Context: an optimization exercise on an open-source flow, tuned for small area and a short achievable clock period. The choices shown serve that exercise and are no tape-out recipe. No activity file was given, so power comes from the tool's default toggle rates.

==> flow/design.v <==
module commit_fifo #(
    parameter int P_ADDR_WIDTH = 5,
    parameter int P_DATA_WIDTH = 32
) (
    input  logic                    clk,
    input  logic                    rst,
    input  logic                    wr_en,
    input  logic                    commit,
    input  logic [P_DATA_WIDTH-1:0] data_in,
    output logic                    full,
    input  logic                    rd_en,
    output logic [P_DATA_WIDTH-1:0] data_out,
    output logic                    empty
);
localparam int N = 2**P_ADDR_WIDTH;
logic [P_DATA_WIDTH-1:0] ram [N];
logic [P_ADDR_WIDTH:0] waddr_q;
logic [P_ADDR_WIDTH:0] waddr_commit;
logic [P_ADDR_WIDTH:0] raddr_q;
logic [N-1:0]          rsel_q;       
logic [N-1:0]          wsel_q;       
logic                  full_q;       
logic                  not_full_q;   
logic                  empty_p;      
logic                  discarding;
logic                  output_slot_avail;   
logic                  slot_used_q;         
logic [P_ADDR_WIDTH:0] waddr_inc;
logic [P_ADDR_WIDTH:0] raddr_inc;
logic                  occ_m1;       
logic                  ccnt_full;    
logic                  ccnt_one;     
assign waddr_inc = waddr_q + 1'b1;
assign raddr_inc = raddr_q + 1'b1;
assign occ_m1    = (waddr_inc    ^ raddr_q) == {1'b1, {P_ADDR_WIDTH{1'b0}}};
assign ccnt_full = (waddr_commit ^ raddr_q) == {1'b1, {P_ADDR_WIDTH{1'b0}}};
assign ccnt_one  = waddr_commit == raddr_inc;
logic ready, adv, wr_ok, wr_drop, wr_commit, full_next, avail_next;
assign ready     = rd_en || !slot_used_q;
assign adv       = ready && !empty_p;
assign wr_ok     = wr_en && not_full_q && !discarding;
assign wr_drop   = wr_en && !(not_full_q && !discarding);
assign wr_commit = wr_ok && commit;
assign full_next  = !rst && !adv && (wr_ok ? occ_m1 : wr_drop ? ccnt_full : !not_full_q);
assign avail_next = rst || (empty_p && ready);
assign full  = full_q;
assign empty = output_slot_avail;
logic [N-1:0] wsel_next;
always_comb
    for (int i = 0; i < N; i++)
        if (rst)
            wsel_next[i] = i == 0;
        else if (wr_drop)
            wsel_next[i] = waddr_commit[P_ADDR_WIDTH-1:0] == i;
        else if (wr_ok)
            wsel_next[i] = wsel_q[(i+N-1)%N];
        else
            wsel_next[i] = wsel_q[i];
always_ff @(posedge clk)
    wsel_q <= wsel_next;
for (genvar i = 0; i < N; i++) begin : g_ram
    always_ff @(posedge clk)
        if (not_full_q && wsel_q[i])
            ram[i] <= data_in;
end
logic [P_DATA_WIDTH-1:0] rdata;
always_comb begin
    rdata = '0;
    for (int i = 0; i < N; i++)
        rdata = rdata | ({P_DATA_WIDTH{rsel_q[i]}} & ram[i]);
end
always_ff @(posedge clk) begin
    full_q            <= full_next;
    not_full_q        <= !full_next;
    output_slot_avail <= avail_next;
    slot_used_q       <= !avail_next;
end
always_ff @(posedge clk)
    if (rst) begin
        discarding        <= 1'b0;
        waddr_q           <= '0;
        waddr_commit      <= '0;
        raddr_q           <= '0;
        rsel_q            <= {{(N-1){1'b0}}, 1'b1};
        empty_p           <= 1'b1;
    end else begin
        if (wr_en)
            discarding <= !commit && !(not_full_q && !discarding);
        if (wr_drop)
            waddr_q <= waddr_commit;
        else if (wr_ok)
            waddr_q <= waddr_inc;
        if (wr_commit)
            waddr_commit <= waddr_inc;
        if (adv) begin
            raddr_q <= raddr_inc;
            rsel_q  <= {rsel_q[N-2:0], rsel_q[N-1]};
        end
        empty_p <= !wr_commit && (adv ? ccnt_one : empty_p);
    end
logic [P_DATA_WIDTH-1:0] data_hold;
logic hold;
assign hold = slot_used_q && !rd_en;    
always_ff @(posedge clk)
    if (!hold)
        data_hold <= rdata;
always_ff @(posedge clk)
    data_out <= ready ? rdata : data_hold;
endmodule
Settings: LEC_CHECK=0, CAP_MARGIN=20, CORE_MARGIN=2, CORE_UTILIZATION=65, SETUP_SLACK_MARGIN=3.0, SLEW_MARGIN=20; clock period 5.0 ns.
run.sh (not shown) runs the stock make flow with config.mk's settings and CLKGATE_MAP_FILE= SYNTH_SCRIPT=/design/flow/synth_recipe.tcl, a recipe that flattens the netlist after the stock synthesis.
Edit:
--- a/flow/design.v
+++ b/flow/design.v
@@ -97,13 +97,7 @@
             rsel_q  <= {rsel_q[N-2:0], rsel_q[N-1]};
         end
         empty_p <= !wr_commit && (adv ? ccnt_one : empty_p);
     end
-logic [P_DATA_WIDTH-1:0] data_hold;
-logic hold;
-assign hold = slot_used_q && !rd_en;    
 always_ff @(posedge clk)
-    if (!hold)
-        data_hold <= rdata;
-always_ff @(posedge clk)
-    data_out <= ready ? rdata : data_hold;
+    data_out <= (rdata & {P_DATA_WIDTH{ready}}) | (data_out & {P_DATA_WIDTH{!ready}});
 endmodule
After rerunning: The changed run ran to the end with no violations; cell area went down by 5.6%; power goes down by 3.3%; routed wire length fell by 5.2%; utilization decreases by 0.94 points; register-to-register slack stays flat; final cell count drops by 4.0%.
Function was not checked in any run of this note: the RTL went through the layout flow alone.

port drivers added, routing unchanged:
Ports are ideal in the flow. The routed layouts listed here were re-timed in OpenROAD. Step 1 assumes that a clkbuf_16 drives the clock port and a buf_2 every other input. Step 2 times the ports against the registers' clock, not the clock port: input delays grow and output delays shrink by t, the midpoint of the rising clock arrivals with the driver on. Three values: ideal, step 1, step 2; two values: the first two.
| run | t, ns | setup WS [ns] | pins driven straight from the clock port |
|---|---|---|---|
| the first run | 0.742 | 2.825 / 2.757 / 2.396 | 1 |
| the second run | 0.724 | 2.686 / 2.617 / 2.357 | 1 |
After both steps setup and hold are still met in every run listed. For the first run, which loses most, drivers alone change the setup slack by -0.068 ns; drivers and shift together by -0.429 ns.
